This is an optimization exercise on Yosys and OpenROAD, whose aim is small area, not a production implementation. Only simulation tests tie the RTL to the original design; equivalence was not proved. Power and IR drop assume default switching activity.

==> design/flow/design.v <==
module cntdiv_n #(TOPVALUE = 50_000_000) (clk, rst, clkout, rise);
	input logic clk, rst;
	output logic clkout;
	output logic rise;  
	localparam BITS = (TOPVALUE/2 > 1) ? $clog2(TOPVALUE/2) : 1;
	logic [BITS - 1 : 0] rCounter;
	assign rise = (rCounter == TOPVALUE/2-1) && !clkout;
	always @(posedge clk, posedge rst) begin
		if (rst) begin
			rCounter <= 0;
			clkout <= 0;
		end else begin
			rCounter <= rCounter + 1'b1;
			if (rCounter == TOPVALUE/2-1) begin
				clkout <= ~clkout;
				rCounter <= 0;
			end	
		end	
	end	
endmodule
module vga_ctrl_640x480_60Hz (rst, clk,rgb_in,HS, VS, hcount,vcount,rgb_out,blank);
	input logic rst, clk;
   input logic [11:0] rgb_in;
   output logic HS, VS;
	output logic [10:0] hcount;
	output logic [10:0] vcount;
	output logic [11:0] rgb_out;  
	output logic blank;
	localparam logic [10:0] HMAX  = 11'd800;  
	localparam logic [10:0] VMAX  = 11'd525;  
	localparam logic [10:0] HLINES = 11'd640;  
	localparam logic [10:0] HFP   = 11'd655;  
	localparam logic [10:0] HSP   = 11'd751;  
	localparam logic [10:0] VLINES = 11'd480;  
	localparam logic [10:0] VFP   = 11'd489;  
	localparam logic [10:0] VSP   = 11'd491;  
	localparam logic SPP = 1'b0;
	logic [10:0] hcounter;
	logic [10:0] vcounter;
	logic video_enable;
	logic clk_25MHz;
	logic pix_en;
	cntdiv_n #(2) cntdiv_0 (clk,rst, clk_25MHz, pix_en);
	assign hcount = hcounter;
	assign vcount = vcounter;
	always_ff @(posedge clk) begin
		 if (pix_en) blank <= ~video_enable;
	end
	always_ff @(posedge clk, posedge rst) begin
		 if (rst == 1'b1) begin
			  hcounter <= 11'b0;
		 end else if (!pix_en) begin
		 end else if (hcounter == HMAX) begin
			  hcounter <= 11'b0;
		 end else begin
			  hcounter <= hcounter + 1'b1;
		 end
	end
	always_ff @(posedge clk, posedge rst) begin
		 if (rst == 1'b1) begin
			  vcounter <= 11'b0;
		 end else if (pix_en && hcounter == HMAX) begin
			  if (vcounter == VMAX) begin
					vcounter <= 11'b0;
			  end else begin
					vcounter <= vcounter + 1'b1;
			  end
		 end
	end
	always_ff @(posedge clk) begin
		 if (!pix_en) begin
		 end else if (hcounter >= HFP && hcounter < HSP) begin
			  HS <= SPP;
		 end else begin
			  HS <= ~SPP;
		 end
	end
	always_ff @(posedge clk) begin
		 if (!pix_en) begin
		 end else if (vcounter >= VFP && vcounter < VSP) begin
			  VS <= SPP;
		 end else begin
			  VS <= ~SPP;
		 end
	end
	assign video_enable = (hcounter < HLINES && vcounter < VLINES) ? 1'b1 : 1'b0;
	always_ff @(posedge clk) begin
		 if (!pix_en) begin
		 end else if (video_enable == 1'b0) begin
			  rgb_out <= 12'b000000000000;
		 end else begin
			  rgb_out <= rgb_in;
		 end
	end
endmodule
module display #(
    parameter logic [10:0] LW = 10,
    parameter logic [10:0] DW = 50,
    parameter logic [10:0] DL = 100,
    parameter logic [10:0] POSX = 0,
    parameter logic [10:0] POSY = 0
)(
    input logic [10:0] HCOUNT,
    input logic [10:0] VCOUNT,
    input logic [3:0] VALUE,
    output logic PAINT
);
logic [7:0] segments;
localparam logic [10:0] SHX1 = POSX;
localparam logic [10:0] SHX2 = POSX + DW;
localparam logic [10:0] SHY1 = POSY;
localparam logic [10:0] SHY2 = POSY + LW;
localparam logic [10:0] SHY3 = POSY + DL / 11'd2 - LW / 11'd2;
localparam logic [10:0] SHY4 = POSY + DL / 11'd2 + LW / 11'd2;
localparam logic [10:0] SHY5 = POSY + DL - LW;
localparam logic [10:0] SHY6 = POSY + DL;
localparam logic [10:0] SVY1 = POSY;
localparam logic [10:0] SVY2 = POSY + DL / 11'd2 + LW / 11'd2;
localparam logic [10:0] SVY3 = POSY + DL / 11'd2 - LW / 11'd2;
localparam logic [10:0] SVY4 = POSY + DL;
localparam logic [10:0] SVX1 = POSX;
localparam logic [10:0] SVX2 = POSX + LW;
localparam logic [10:0] SVX3 = POSX + DW - LW;
localparam logic [10:0] SVX4 = POSX + DW;
always_comb begin
  case (VALUE)					 
		4'b0000: segments = 8'b11111100;
		4'b0001: segments = 8'b01100000;
		4'b0010: segments = 8'b11011010;
		4'b0011: segments = 8'b11110010;
		4'b0100: segments = 8'b01100110;
		4'b0101: segments = 8'b10110110;
		4'b0110: segments = 8'b10111110;
		4'b0111: segments = 8'b11100000;
		4'b1000: segments = 8'b11111110;
		4'b1001: segments = 8'b11100110;
		4'b1010: segments = 8'b11101110;
		4'b1011: segments = 8'b00111100;
		4'b1100: segments = 8'b10011100;
		4'b1101: segments = 8'b01111100;
		4'b1110: segments = 8'b10011110;
		4'b1111: segments = 8'b10001110;
		default: segments = 8'b00000000;
  endcase
end
always_comb begin
  PAINT = 1'b0;
  if (segments[7] == 1'b1 && HCOUNT >= SHX1 && HCOUNT <= SHX2 && VCOUNT >= SHY1 && VCOUNT <= SHY2)
		PAINT = 1'b1;
  else if (segments[1] == 1'b1 && HCOUNT >= SHX1 && HCOUNT <= SHX2 && VCOUNT >= SHY3 && VCOUNT <= SHY4)
		PAINT = 1'b1;
  else if (segments[4] == 1'b1 && HCOUNT >= SHX1 && HCOUNT <= SHX2 && VCOUNT >= SHY5 && VCOUNT <= SHY6)
		PAINT = 1'b1;
  else if (segments[6] == 1'b1 && HCOUNT >= SVX3 && HCOUNT <= SVX4 && VCOUNT >= SVY1 && VCOUNT <= SVY2)
		PAINT = 1'b1;
  else if (segments[5] == 1'b1 && HCOUNT >= SVX3 && HCOUNT <= SVX4 && VCOUNT >= SVY3 && VCOUNT <= SVY4)
		PAINT = 1'b1;
  else if (segments[2] == 1'b1 && HCOUNT >= SVX1 && HCOUNT <= SVX2 && VCOUNT >= SVY1 && VCOUNT <= SVY2)
		PAINT = 1'b1;
  else if (segments[3] == 1'b1 && HCOUNT >= SVX1 && HCOUNT <= SVX2 && VCOUNT >= SVY3 && VCOUNT <= SVY4)
		PAINT = 1'b1;
end
endmodule
module display34segm #(
    parameter logic [10:0] SG_WD = 5,  
    parameter logic [10:0] DL = 100    
)(
    input  logic [10:0] posx,        
    input  logic [10:0] posy,        
    input  logic [33:0] segments,    
    input  logic [10:0] HCOUNT,      
    input  logic [10:0] VCOUNT,      
    output logic PAINT               
);
localparam logic [10:0] v_bar = (DL - 11'd5 * SG_WD) / 11'd4;  
localparam logic [10:0] h_bar = v_bar + SG_WD;         
localparam logic [10:0] DIAG_SZ = v_bar;               
logic [10:0] RX1, RX2, RX3, RX4, RX5, RX6;
logic [10:0] RY1, RY2, RY3, RY4, RY5, RY6, RY7, RY8, RY9, RY10;
always_comb begin
  RX1 = posx;
  RX2 = RX1 + SG_WD;
  RX3 = RX2 + h_bar;
  RX4 = RX3 + SG_WD;
  RX5 = RX4 + h_bar;
  RX6 = RX5 + SG_WD;
  RY1 = posy;
  RY2 = RY1 + SG_WD;
  RY3 = RY2 + v_bar;
  RY4 = RY3 + SG_WD;
  RY5 = RY4 + v_bar;
  RY6 = RY5 + SG_WD;
  RY7 = RY6 + v_bar;
  RY8 = RY7 + SG_WD;
  RY9 = RY8 + v_bar;
  RY10 = RY9 + SG_WD;
end
always_comb begin
    PAINT = 1'b0;  
    if ((segments[33] && (HCOUNT >= RX2) && (HCOUNT <= RX3) && (VCOUNT > RY1) && (VCOUNT < RY2)) ||
        (segments[32] && (HCOUNT >= RX4) && (HCOUNT <= RX5) && (VCOUNT > RY1) && (VCOUNT < RY2)) ||
        (segments[31] && (HCOUNT >= RX2) && (HCOUNT <= RX3) && (VCOUNT > RY5) && (VCOUNT < RY6)) ||
        (segments[30] && (HCOUNT >= RX4) && (HCOUNT <= RX5) && (VCOUNT > RY5) && (VCOUNT < RY6)) ||
        (segments[29] && (HCOUNT >= RX2) && (HCOUNT <= RX3) && (VCOUNT > RY9) && (VCOUNT < RY10)) ||
        (segments[28] && (HCOUNT >= RX4) && (HCOUNT <= RX5) && (VCOUNT > RY9) && (VCOUNT < RY10))) begin
        PAINT = 1'b1;
    end
    else if ((segments[27] && (HCOUNT > RX1) && (HCOUNT < RX2) && (VCOUNT >= RY2) && (VCOUNT <= RY3)) ||
             (segments[26] && (HCOUNT > RX1) && (HCOUNT < RX2) && (VCOUNT >= RY4) && (VCOUNT <= RY5)) ||
             (segments[25] && (HCOUNT > RX1) && (HCOUNT < RX2) && (VCOUNT >= RY6) && (VCOUNT <= RY7)) ||
             (segments[24] && (HCOUNT > RX1) && (HCOUNT < RX2) && (VCOUNT >= RY8) && (VCOUNT <= RY9)) ||
             (segments[23] && (HCOUNT > RX3) && (HCOUNT < RX4) && (VCOUNT >= RY2) && (VCOUNT <= RY3)) ||
             (segments[22] && (HCOUNT > RX3) && (HCOUNT < RX4) && (VCOUNT >= RY4) && (VCOUNT <= RY5)) ||
             (segments[21] && (HCOUNT > RX3) && (HCOUNT < RX4) && (VCOUNT >= RY6) && (VCOUNT <= RY7)) ||
             (segments[20] && (HCOUNT > RX3) && (HCOUNT < RX4) && (VCOUNT >= RY8) && (VCOUNT <= RY9)) ||
             (segments[19] && (HCOUNT > RX5) && (HCOUNT < RX6) && (VCOUNT >= RY2) && (VCOUNT <= RY3)) ||
             (segments[18] && (HCOUNT > RX5) && (HCOUNT < RX6) && (VCOUNT >= RY4) && (VCOUNT <= RY5)) ||
             (segments[17] && (HCOUNT > RX5) && (HCOUNT < RX6) && (VCOUNT >= RY6) && (VCOUNT <= RY7)) ||
             (segments[16] && (HCOUNT > RX5) && (HCOUNT < RX6) && (VCOUNT >= RY8) && (VCOUNT <= RY9))) begin
        PAINT = 1'b1;
    end
    else if ((segments[15] && ((VCOUNT - RY2) <= (HCOUNT - RX2)) && ((VCOUNT - RY2) > ((HCOUNT - RX2) - SG_WD)) &&
              (HCOUNT > RX2) && (VCOUNT <= RY2 + DIAG_SZ) && (VCOUNT > RY2)) ||
             (segments[14] && ((VCOUNT - RY2) <= (HCOUNT - RX4)) && ((VCOUNT - RY2) > ((HCOUNT - RX4) - SG_WD)) &&
              (HCOUNT >= RX4) && (VCOUNT <= RY2 + DIAG_SZ) && (VCOUNT > RY2)) ||
             (segments[13] && ((VCOUNT - RY4) <= (HCOUNT - RX2)) && ((VCOUNT - RY4) > ((HCOUNT - RX2) - SG_WD)) &&
              (HCOUNT > RX2) && (VCOUNT < RY4 + DIAG_SZ) && (VCOUNT > RY4)) ||
             (segments[12] && ((VCOUNT - RY4) <= (HCOUNT - RX4)) && ((VCOUNT - RY4) > ((HCOUNT - RX4) - SG_WD)) &&
              (HCOUNT >= RX4) && (VCOUNT <= RY4 + DIAG_SZ) && (VCOUNT > RY4)) ||
             (segments[11] && ((VCOUNT - RY6) <= (HCOUNT - RX2)) && ((VCOUNT - RY6) > ((HCOUNT - RX2) - SG_WD)) &&
              (HCOUNT >= RX2) && (VCOUNT <= RY6 + DIAG_SZ) && (VCOUNT > RY6)) ||
             (segments[10] && ((VCOUNT - RY6) <= (HCOUNT - RX4)) && ((VCOUNT - RY6) > ((HCOUNT - RX4) - SG_WD)) &&
              (HCOUNT >= RX4) && (VCOUNT <= RY6 + DIAG_SZ) && (VCOUNT > RY6)) ||
             (segments[9] && ((VCOUNT - RY8) <= (HCOUNT - RX2)) && ((VCOUNT - RY8) > ((HCOUNT - RX2) - SG_WD)) &&
              (HCOUNT >= RX2) && (VCOUNT <= RY8 + DIAG_SZ) && (VCOUNT > RY8)) ||
             (segments[8] && ((VCOUNT - RY8) <= (HCOUNT - RX4)) && ((VCOUNT - RY8) > ((HCOUNT - RX4) - SG_WD)) &&
              (HCOUNT >= RX4) && (VCOUNT <= RY8 + DIAG_SZ) && (VCOUNT > RY8))) begin
        PAINT = 1'b1;
    end
    else if ((segments[7] && (((VCOUNT - RY2) - DIAG_SZ) >= -((HCOUNT - RX2))) &&
              (((VCOUNT - RY2) - DIAG_SZ - SG_WD) < -((HCOUNT - RX2))) && (VCOUNT > RY2) && (VCOUNT <= (RY2 + DIAG_SZ))) ||
             (segments[6] && (((VCOUNT - RY2) - DIAG_SZ) >= -((HCOUNT - RX4))) &&
              (((VCOUNT - RY2) - DIAG_SZ - SG_WD) < -((HCOUNT - RX4))) && (VCOUNT > RY2) && (VCOUNT <= (RY2 + DIAG_SZ))) ||
             (segments[5] && (((VCOUNT - RY4) - DIAG_SZ) >= -((HCOUNT - RX2))) &&
              (((VCOUNT - RY4) - DIAG_SZ - SG_WD) < -((HCOUNT - RX2))) && (VCOUNT > RY4) && (VCOUNT <= (RY4 + DIAG_SZ))) ||
             (segments[4] && (((VCOUNT - RY4) - DIAG_SZ) >= -((HCOUNT - RX4))) &&
              (((VCOUNT - RY4) - DIAG_SZ - SG_WD) < -((HCOUNT - RX4))) && (VCOUNT > RY4) && (VCOUNT <= (RY4 + DIAG_SZ))) ||
             (segments[3] && (((VCOUNT - RY6) - DIAG_SZ) >= -((HCOUNT - RX2))) &&
              (((VCOUNT - RY6) - DIAG_SZ - SG_WD) < -((HCOUNT - RX2))) && (VCOUNT > RY6) && (VCOUNT <= (RY6 + DIAG_SZ))) ||
             (segments[2] && (((VCOUNT - RY6) - DIAG_SZ) >= -((HCOUNT - RX4))) &&
              (((VCOUNT - RY6) - DIAG_SZ - SG_WD) < -((HCOUNT - RX4))) && (VCOUNT > RY6) && (VCOUNT <= (RY6 + DIAG_SZ))) ||
             (segments[1] && (((VCOUNT - RY8) - DIAG_SZ) >= -((HCOUNT - RX2))) &&
              (((VCOUNT - RY8) - DIAG_SZ - SG_WD) < -((HCOUNT - RX2))) && (VCOUNT > RY8) && (VCOUNT <= (RY8 + DIAG_SZ))) ||
             (segments[0] && (((VCOUNT - RY8) - DIAG_SZ) >= -((HCOUNT - RX4))) &&
              (((VCOUNT - RY8) - DIAG_SZ - SG_WD) < -((HCOUNT - RX4))) && (VCOUNT > RY8) && (VCOUNT <= (RY8 + DIAG_SZ)))) begin
        PAINT = 1'b1;
    end
end
endmodule
module ROM0 (
    input logic [3:0] addRom,
    output logic [31:0] dataRom
);
    logic [31:0] rom [15:0];
    initial begin
        rom[0]  = 32'b00000000000000000000000000000000;
        rom[1]  = 32'b00000000000000000000000000000000;
        rom[2]  = 32'b00000000000000000000000000000000;
        rom[3]  = 32'b00000000000111111110000000000000;
        rom[4]  = 32'b00000000001111111111000000000000;
        rom[5]  = 32'b00000000000111111110000000000000;
        rom[6]  = 32'b00000000000000000000000000000000;
        rom[7]  = 32'b00000000000000000000000000000000;
        rom[8]  = 32'b00000000000000000000000000000000;
        rom[9]  = 32'b00000000000000000000000000000000;
        rom[10] = 32'b00000000000000000000000000000000;
        rom[11] = 32'b00000000000000000000000000000000;
        rom[12] = 32'b00000000000000000000000000000000;
        rom[13] = 32'b00000000000000000000000000000000;
        rom[14] = 32'b00000000000000000000000000000000;
        rom[15] = 32'b00000000000000000000000000000000;
    end
    assign dataRom = rom[addRom];
endmodule
module ROM1 (
    input logic [3:0] addRom,
    output logic [31:0] dataRom
);
    logic [31:0] rom [15:0];
    initial begin
        rom[0]  = 32'b00000000000000000000000000000000;
        rom[1]  = 32'b00000000000000000000000000000000;
        rom[2]  = 32'b00000000000000000000000000000000;
        rom[3]  = 32'b00000000000111111110000000000000;
        rom[4]  = 32'b00000000001111111111000000000000;
        rom[5]  = 32'b00000000000111111110000000000000;
        rom[6]  = 32'b00000000000000000000000000000000;
        rom[7]  = 32'b00000000000000000000000000000000;
        rom[8]  = 32'b00000000000000000000000000000000;
        rom[9]  = 32'b00000000000000000000000000000000;
        rom[10] = 32'b00000000000000000000000000000000;
        rom[11] = 32'b00000000000000000000000000000000;
        rom[12] = 32'b00000000000000000000000000000000;
        rom[13] = 32'b00000000000000000000000000000000;
        rom[14] = 32'b00000000000000000000000000000000;
        rom[15] = 32'b00000000000000000000000000000000;
    end
    assign dataRom = rom[addRom];
endmodule
module ROM2 (
    input logic [3:0] addRom,
    output logic [31:0] dataRom
);
    logic [31:0] rom [15:0];
    initial begin
        rom[0]  = 32'b00000000000000000000000000000000;
        rom[1]  = 32'b00000000000000000000000000000000;
        rom[2]  = 32'b00000000000011111111000000000000;
        rom[3]  = 32'b00000000011111111111111000000000;
        rom[4]  = 32'b00000000111111111111111100000000;
        rom[5]  = 32'b00000000111111111111110000000000;
        rom[6]  = 32'b00000000001111111111000000000000;
        rom[7]  = 32'b01111111110011111111000000000000;
        rom[8]  = 32'b01111111111111111111000000000000;
        rom[9]  = 32'b00000111011111111110000000000000;
        rom[10] = 32'b00000000011110011110000000000000;
        rom[11] = 32'b00000000011110011110000000000000;
        rom[12] = 32'b00000000011110011110000000000000;
        rom[13] = 32'b00000000011110011110000000000000;
        rom[14] = 32'b00000011111100111111100000000000;
        rom[15] = 32'b00000000000000000000000000000000;
    end
    assign dataRom = rom[addRom];
endmodule
module ROM3 (
    input logic [3:0] addRom,
    output logic [31:0] dataRom
);
    logic [31:0] rom [15:0];
    initial begin
        rom[0]  = 32'b00000000000000000000000000000000;
        rom[1]  = 32'b00000000000000000000000000000000;
        rom[2]  = 32'b00000000000011111111000000000000;
        rom[3]  = 32'b00000000011111111111111000000000;
        rom[4]  = 32'b00000000111111111111111100000000;
        rom[5]  = 32'b00000000111111111111110000000000;
        rom[6]  = 32'b00000000001111111111000000000000;
        rom[7]  = 32'b00000000000011111111011111111100;
        rom[8]  = 32'b00000000011111111111111111111100;
        rom[9]  = 32'b00000000011111111110111100000000;
        rom[10] = 32'b00000000011110011110000000000000;
        rom[11] = 32'b00000000011110011110000000000000;
        rom[12] = 32'b00000000011110011110000000000000;
        rom[13] = 32'b00000000011110011110000000000000;
        rom[14] = 32'b00000011111100111111100000000000;
        rom[15] = 32'b00000000000000000000000000000000;
    end
    assign dataRom = rom[addRom];
endmodule
module image #(
    parameter logic [10:0] POSX = 0,
    parameter logic [10:0] POSY = 0
)(
    input logic [10:0] pix_x,
    input logic [10:0] pix_y,
    output logic paint
);
    logic [3:0] addRom_sig;  
    logic [31:0] dataRom_sig;  
    localparam int sizeColRom = 32;
    localparam int sizeRowRom = 16;
   ROM0 img0 (addRom_sig,dataRom_sig);
    always_comb begin
		  addRom_sig = 4'b0000;
		  paint = 1'b0;
        if ((pix_y >= POSY) && (pix_y < (POSY + sizeRowRom)) && 
            (pix_x >= POSX) && (pix_x < (POSX + sizeColRom))) 
        begin
            addRom_sig = 4'(pix_y - POSY);
            paint = dataRom_sig[5'(~(pix_x - POSX))];
        end
    end
endmodule
module imageROM1 #(
    parameter logic [10:0] POSX = 0,
    parameter logic [10:0] POSY = 0
)(
    input logic [10:0] pix_x,
    input logic [10:0] pix_y,
    output logic paint
);
    logic [3:0] addRom_sig;  
    logic [31:0] dataRom_sig;  
    localparam int sizeColRom = 32;
    localparam int sizeRowRom = 16;
    ROM1 img1 (addRom_sig,dataRom_sig);
    always_comb begin
		  addRom_sig = 4'b0000;
		  paint = 1'b0;
        if ((pix_y >= POSY) && (pix_y < (POSY + sizeRowRom)) && 
            (pix_x >= POSX) && (pix_x < (POSX + sizeColRom))) 
        begin
            addRom_sig = 4'(pix_y - POSY);
            paint = dataRom_sig[5'(~(pix_x - POSX))];
        end
    end
endmodule
module imageROM2 #(
    parameter logic [10:0] POSX = 0,
    parameter logic [10:0] POSY = 0
)(
    input logic [10:0] pix_x,
    input logic [10:0] pix_y,
    output logic paint
);
    logic [3:0] addRom_sig;  
    logic [31:0] dataRom_sig;  
    localparam int sizeColRom = 32;
    localparam int sizeRowRom = 16;
    ROM2 img2 (addRom_sig,dataRom_sig);
    always_comb begin
		  addRom_sig = 4'b0000;
		  paint = 1'b0;
        if ((pix_y >= POSY) && (pix_y < (POSY + sizeRowRom)) && 
            (pix_x >= POSX) && (pix_x < (POSX + sizeColRom))) 
        begin
            addRom_sig = 4'(pix_y - POSY);
            paint = dataRom_sig[5'(~(pix_x - POSX))];
        end
    end
endmodule
module imageROM3 #(
    parameter logic [10:0] POSX = 0,
    parameter logic [10:0] POSY = 0
)(
    input logic [10:0] pix_x,
    input logic [10:0] pix_y,
    output logic paint
);
    logic [3:0] addRom_sig;  
    logic [31:0] dataRom_sig;  
    localparam int sizeColRom = 32;
    localparam int sizeRowRom = 16;
    ROM3 img3 (addRom_sig,dataRom_sig);
    always_comb begin
		  addRom_sig = 4'b0000;
		  paint = 1'b0;
        if ((pix_y >= POSY) && (pix_y < (POSY + sizeRowRom)) && 
            (pix_x >= POSX) && (pix_x < (POSX + sizeColRom))) 
        begin
            addRom_sig = 4'(pix_y - POSY);
            paint = dataRom_sig[5'(~(pix_x - POSX))];
        end
    end
endmodule
module topROM #(FPGAFREQ = 2_000)(
    input logic CLK,
    input logic nRST,
    input logic nPBTON,
    output logic HS,
    output logic VS,
    output logic [11:0] RGB
);
    logic RST;
    logic PBTON;
    assign RST = ~nRST;
    assign PBTON = ~nPBTON;
    logic clkdiv0;
    logic tick0;
    logic [9:0] counter;
    logic [3:0] units, tens, hundreds;
    logic [11:0] rgb_aux;
    logic [10:0] hcount, vcount;
    logic blank;
    logic PAINTU, PAINTD, PAINTC,PAINTS, PAINT34SEG,PAINT134SEG, PAINT234SEG,PAINT334SEG,PAINT434SEG,paintImg1,paintImg2,paintImg3,paintImg4;
    cntdiv_n #(FPGAFREQ) cntDiv0(CLK, RST, clkdiv0, tick0);
    vga_ctrl_640x480_60Hz vga_ctrl_inst (
        .rst(RST),
        .clk(CLK),
        .rgb_in(rgb_aux),  
        .HS(HS),
        .VS(VS),
        .hcount(hcount),
        .vcount(vcount),
        .rgb_out(RGB),
        .blank(blank)
    );
    display #(5, 30, 40, 10, 5) displayU(hcount, vcount, units, PAINTU);
    display #(5, 30, 40, 50, 5)  displayD(hcount, vcount, tens, PAINTD);
    display #(5, 30, 40, 550, 5) displayC(hcount, vcount, hundreds, PAINTC);
	 display #(5, 30, 40, 600, 5) displayS(hcount, vcount, hundreds, PAINTS);
    display34segm #(4, 80) display134(60, 10, 34'hFFFFFFFFF, hcount, vcount, PAINT134SEG);
	 display34segm #(4, 80) display234(140, 5, 34'hFFFFFFFFF, hcount, vcount, PAINT234SEG);
	 display34segm #(4, 80) display334(400, 5, 34'hFFFFFFFFF, hcount, vcount, PAINT334SEG);
	 display34segm #(4, 80) display434(480, 5, 34'hFFFFFFFFF, hcount, vcount, PAINT434SEG);
    image #(.POSX(300), .POSY(100)) drawImg1 (
        .pix_x(hcount),
        .pix_y(vcount),
        .paint(paintImg1)
    );
	 imageROM1 #(.POSX(300), .POSY(50)) drawImg2 (
        .pix_x(hcount),
        .pix_y(vcount),
        .paint(paintImg2)
    );
	 imageROM2 #(.POSX(300), .POSY(20)) drawImg3 (
        .pix_x(hcount),
        .pix_y(vcount),
        .paint(paintImg3)
    );
	 imageROM3 #(.POSX(300), .POSY(10)) drawImg4 (
        .pix_x(hcount),
        .pix_y(vcount),
        .paint(paintImg4)
    );
    always_comb begin
        rgb_aux = 12'h020;  
        if (PAINTC)
            rgb_aux = 12'hFF0;  
        else if (PAINTD)
            rgb_aux = 12'h00F;  
		  else if (PAINTS)
            rgb_aux = 12'h00F;  
        else if (PAINTU)
            rgb_aux = 12'hF00;  
        else if (PAINT134SEG)
            rgb_aux = 12'h00F;  
		  else if (PAINT234SEG)
            rgb_aux = 12'h00F;  
		  else if (PAINT334SEG)
            rgb_aux = 12'h00F;  
		  else if (PAINT434SEG)
            rgb_aux = 12'h00F;  
        else if (paintImg1)
            rgb_aux = 12'hB4A;  
		  else if (paintImg2)
            rgb_aux = 12'hB4A;  
		  else if (paintImg3)
            rgb_aux = 12'hB4A;  
		  else if (paintImg4)
            rgb_aux = 12'hB4A;  
    end
    always_ff @(posedge CLK, posedge RST) begin
        if (RST)
            counter <= 0;
        else if (tick0 && PBTON)
            counter <= (counter == 999) ? 0 : counter + 1;
    end
    always_comb begin
        units    = 4'(counter % 10);
        tens     = 4'((counter / 10) % 10);
        hundreds = 4'(counter / 100);
    end
endmodule
==> design/flow/run.sh <==
#!/bin/bash
# synth_recipe.tcl (not shown) runs the flow's synth.tcl, then flattens the netlist and writes it again
# the make line also repeats each setting of config.mk as NAME=value (left out here)
make -C /OpenROAD-flow-scripts/flow DESIGN_CONFIG=/design/flow/config.mk WORK_HOME=/design/flow/orfs CLKGATE_MAP_FILE= SYNTH_SCRIPT=/design/flow/synth_recipe.tcl finish
==> design/flow/config.mk <==
export PLATFORM = sky130hd
export DESIGN_NAME = topROM
export DESIGN_NICKNAME = topROM
export VERILOG_FILES = /design/flow/design.v
export SDC_FILE = /design/flow/constraint.sdc
export NUM_CORES = 4
export LEC_CHECK = 0
export CAP_MARGIN = 20
export CORE_MARGIN = 2
export CORE_UTILIZATION = 40
export SLEW_MARGIN = 20
==> design/flow/constraint.sdc <==
create_clock -name core_clock -period 20.0 [get_ports {CLK}]
set_input_delay 4.0000 -clock core_clock [delete_from_list [all_inputs] [get_ports {CLK}]]
set_output_delay 4.0000 -clock core_clock [all_outputs]
set_load 0.01 [all_outputs]
==> results.txt <==
worst paths after layout:
check | startpoint | to | slack [ns] | cells after the start
max | vga_ctrl_inst.vcounter[1]$_DFFE_PN0P_ | vga_ctrl_inst.rgb_out[1]$_SDFFCE_PP0N_ | 10.03 | 23
min | cntDiv0.rCounter[0]$_DFF_PN0_ | cntDiv0.rCounter[0]$_DFF_PN0_ | 0.50 | 1
max reg2reg | vga_ctrl_inst.vcounter[1]$_DFFE_PN0P_ | vga_ctrl_inst.rgb_out[1]$_SDFFCE_PP0N_ | 10.03 | 23
min reg2reg | cntDiv0.rCounter[0]$_DFF_PN0_ | cntDiv0.rCounter[0]$_DFF_PN0_ | 0.50 | 1
max in group asynchronous | nRST | vga_ctrl_inst.hcounter[2]$_DFFE_PN0N_ | 15.72 | 2
min in group asynchronous | nRST | counter[8]$_DFFE_PN0P_ | 3.78 | 2
cell usage after synthesis, types with 22 or more instances:
library cell  instances
nand3_1             145
o21a_1               30
xor2_1              124
inv_1               154
nand4_1             159
nor4_1               47
nor2_1              292
a221oi_1             34
nand2_1             305
xnor2_1             244
nor3_1              166
a31oi_1              33
dfrtp_1              44
a21o_1              251
o21bai_1             39
or3_1                24
a21oi_1             432
nor2b_1             247
nand3b_1             22
o21ai_0             374
o31ai_1              22
ha_1               1148
clkbuf_1             91
nand2b_1            210
power breakdown:
group	leakage (nW)	internal, mW	total, mW	switching (mW)
Clock	0.0775	0.0509	0.0997	0.0488
Combinational	17.9	0.00166	0.00577	0.00409
Sequential	0.660	0.109	0.110	0.000504
flip-flops by register name, summed over array words and instances, names as in the netlist:
name                           count
vga_ctrl_inst.hcounter            11
vga_ctrl_inst.HS                   1
vga_ctrl_inst.VS                   1
cntDiv0.rCounter                  10
vga_ctrl_inst.vcounter            11
vga_ctrl_inst.cntdiv_0.clkout      1
cntDiv0.clkout                     1
vga_ctrl_inst.rgb_out              7
counter                           10
routing by layer:
metal / part of all wire / vias to the layer above
li1: - / 18956
met1: 0.42 / 18987
met2: 0.41 / 2226
met3: 0.10 / 571
met4: 0.070 / 2
met5: 0.000075 / -
metrics by stage:
step           setup slack (ns)  hold WS [ns]
6_report                  10.03        0.4967
5_1_grt                   9.763        0.5178
4_1_cts                   10.33        0.4958
3_5_place_dp              10.37        0.4845
3_3_place_gp              10.32        0.4840
2_1_floorplan             12.53        0.4553
kinds of logic after synthesis:
group,Yosys count,share of synthesized area
xor gates and xnor gates,368,0.08427
buffers and inverters,294,0.02970
adders and majority gates,1152,0.3766
DFF,53,0.03585
muxes,17,0.004547
and+or+nand+nor,1723,0.2370
AOI/OAI and AO/OA,1419,0.2320
placed cells by master, fill, tap and decap left out, types with 39 or more instances in the layout:
| master | n |
|---|---|
| nand2_1 | 305 |
| dfrtp_1 | 43 |
| a21oi_1 | 432 |
| xor2_1 | 108 |
| nand2b_1 | 210 |
| xnor2_1 | 213 |
| inv_1 | 154 |
| nor2_1 | 291 |
| nor3_1 | 165 |
| ha_1 | 1148 |
| nand4_1 | 159 |
| nor2b_1 | 247 |
| nand3_1 | 145 |
| buf_4 | 178 |
| a21o_1 | 251 |
| o21bai_1 | 39 |
| o21ai_0 | 374 |
| nor4_1 | 43 |
layout make-up:
class | count | area share
inverters | 169 | 0.01531
multi-input cells | 4679 | 0.8733
flip-flops and latches | 53 | 0.03313
repair buffers | 195 | 0.03612
diodes | 3 | 0.0001812
well taps | 1265 | 0.03820
clock inverters | 2 | 0.0004228
clock buffers | 6 | 0.003352
==> out/qor.csv <==
metric,value,unit
status,no timing/DRC/antenna violations,
CP most frequent cell,nor2_1,
"Most Used Layer, Global Route",met2,
"Min Clock Period, post-route",9.966,ns
final wirelength,173500,um
CP cell instances,clkinv_1 -> ha_1 -> a21oi_1 -> nor2_1 -> xnor2_1 -> inv_1 -> or3_1 -> nor3_1 -> xor2_1 -> xor2_1 -> ha_1 -> o21ai_0 -> nand2b_1 -> a221oi_1 -> nor2_1 -> o41a_1 -> a21oi_1 -> a2111oi_1 -> nand4_1 -> nor4_2 -> and3_1 -> nor2_1 -> o31a_1,
Clock Root Buffer,clkbuf_16,
Worst slew margin,0.2153,
pwr dens,5.200,mW/mm^2
met1 GRT Util,0.4558,
Final #Nets,6254,
area of the multi-input gates,0.03618,mm^2
clock latency on the worst-skew pair,0.31,ns
RSZ-0062 raised after global routing,no,
register area share after synthesis,0.03585,
row cnt,113,
post-route ant nets,0,
drt pass-1 iters,8,
post-CTS setup buffers,0,
Async SR Flop Fraction,0.8302,
Max Slew Vio Count,0,
mapped cell area,0.03825,mm^2
per-cell routed wire length,27.23,um
WP data required,20.06,ns
synth warn,29,
fin area,0.04143,mm^2
Post-CTS Resized,0,
crit path max-delay cell type,a2111oi_1,
FMAX,0.1003,GHz
# clock sinks,53,
crit start category,flop,
"Period Utilization, post-route",0.4983,
die area,0.09811,mm^2
Finished Layout Cells,6372,
Final Skew,0.01029,ns
setup TNS,0,ns
Post-Syn Nets,6177,
most area-consuming cells after synthesis,"ha_1 38%, a21oi_1 5.7%, xnor2_1 5.6%",
"delay-heaviest family, CP",simple AND/OR/NAND/NOR gates,
Vias per Instance,6.394,
Critical path buffers and inverters,2,
Max-cap violations,0,
initial antenna violation count,3,
die width,313.2,um
Reg area,0.001373,mm^2
Filler cells,9608,
PortBufs,16,
GRT met2 Usage,0.5150,
vias,40742,
leakage,18.59,nW
Hold WC Path Type,flop to flop,
GRT Resource Usage Total,0.3416,
CP max stage delay,1.08,ns
Synth-to-Final Area Change,8.319,%
first-pass GRT wire length,255000,um
largest net degree at the start of global routing,45,
Hold Buf Count CTS,0,
"Remaining Overflow, GRT",0,
Final setup viols,0,
Initial Util,0.4032,
Placed Area,0.04126,mm^2
met3 usage,0.06074,
Syn Area/Cell,7.610,um^2
crit path max fanout,23,
number of synthesized flops with an enable pin,9,
DR iter-0 viols,4789,
Synth top area share,0.3755,
Fin. Hold Viols,0,
Total Power,215.4,uW
#FFs+latches synth,53,
DR DRC count,0,
gpl congestion,1.057,
"Clk pin slew, worst setup/hold paths",0.08,ns
I/O pins,17,
Max VDD drop,0.02993,mV
Synth Flop Type,dfrtp_1,
die height,313.2,um
post-synth cell types,93,
leading area contributor after synthesis,ha_1,
worst slew pin tran,1.159,ns
Post-Synthesis Cells,5026,
CTS Buf Count,5,
post-route core utilization,0.4367,
proportion of layout cells with a drive suffix above 1,0.05525,
crit path kind,flop to flop,
number of global-route vias before repair,38113,
Inst Count DP,6361,
Core Footprint,0.09487,mm^2
CTS tree,built,
Worst Setup End Kind,flop,
Critical Path AT,10.03,ns
# H-tree levels,2,
clk buf depth,2,
HPWL Detailed,134200,um

==> port drivers added, routing unchanged <==
The results above use ideal ports. As a check the final layout listed here was re-extracted and re-timed, cells and wires unchanged.
Step 1 assumes that a clkbuf_16 drives the clock port and a buf_2 every other input.
Step 2 adds t to the input delays and takes it off the output delays; t is the mean of the earliest and latest rising clock arrival at the registers after step 1. Input paths then give back, and output paths get back, about the clock's delay inside the block.
a / b / c = no drivers / after step 1 / after step 2; a / b = the first two.
shift t [ns]: 0.346
setup slack, ns: 10.034 / 10.034 / 10.034
hold slack, ns: 0.497 / 0.497 / 0.497
worst data-port slew with drivers (ns): 0.03
cell pins on the clock port's net: 1
After both steps setup and hold are still met in this run. For this run, drivers alone change the setup slack by 0.000 ns; drivers and shift together by 0.000 ns.
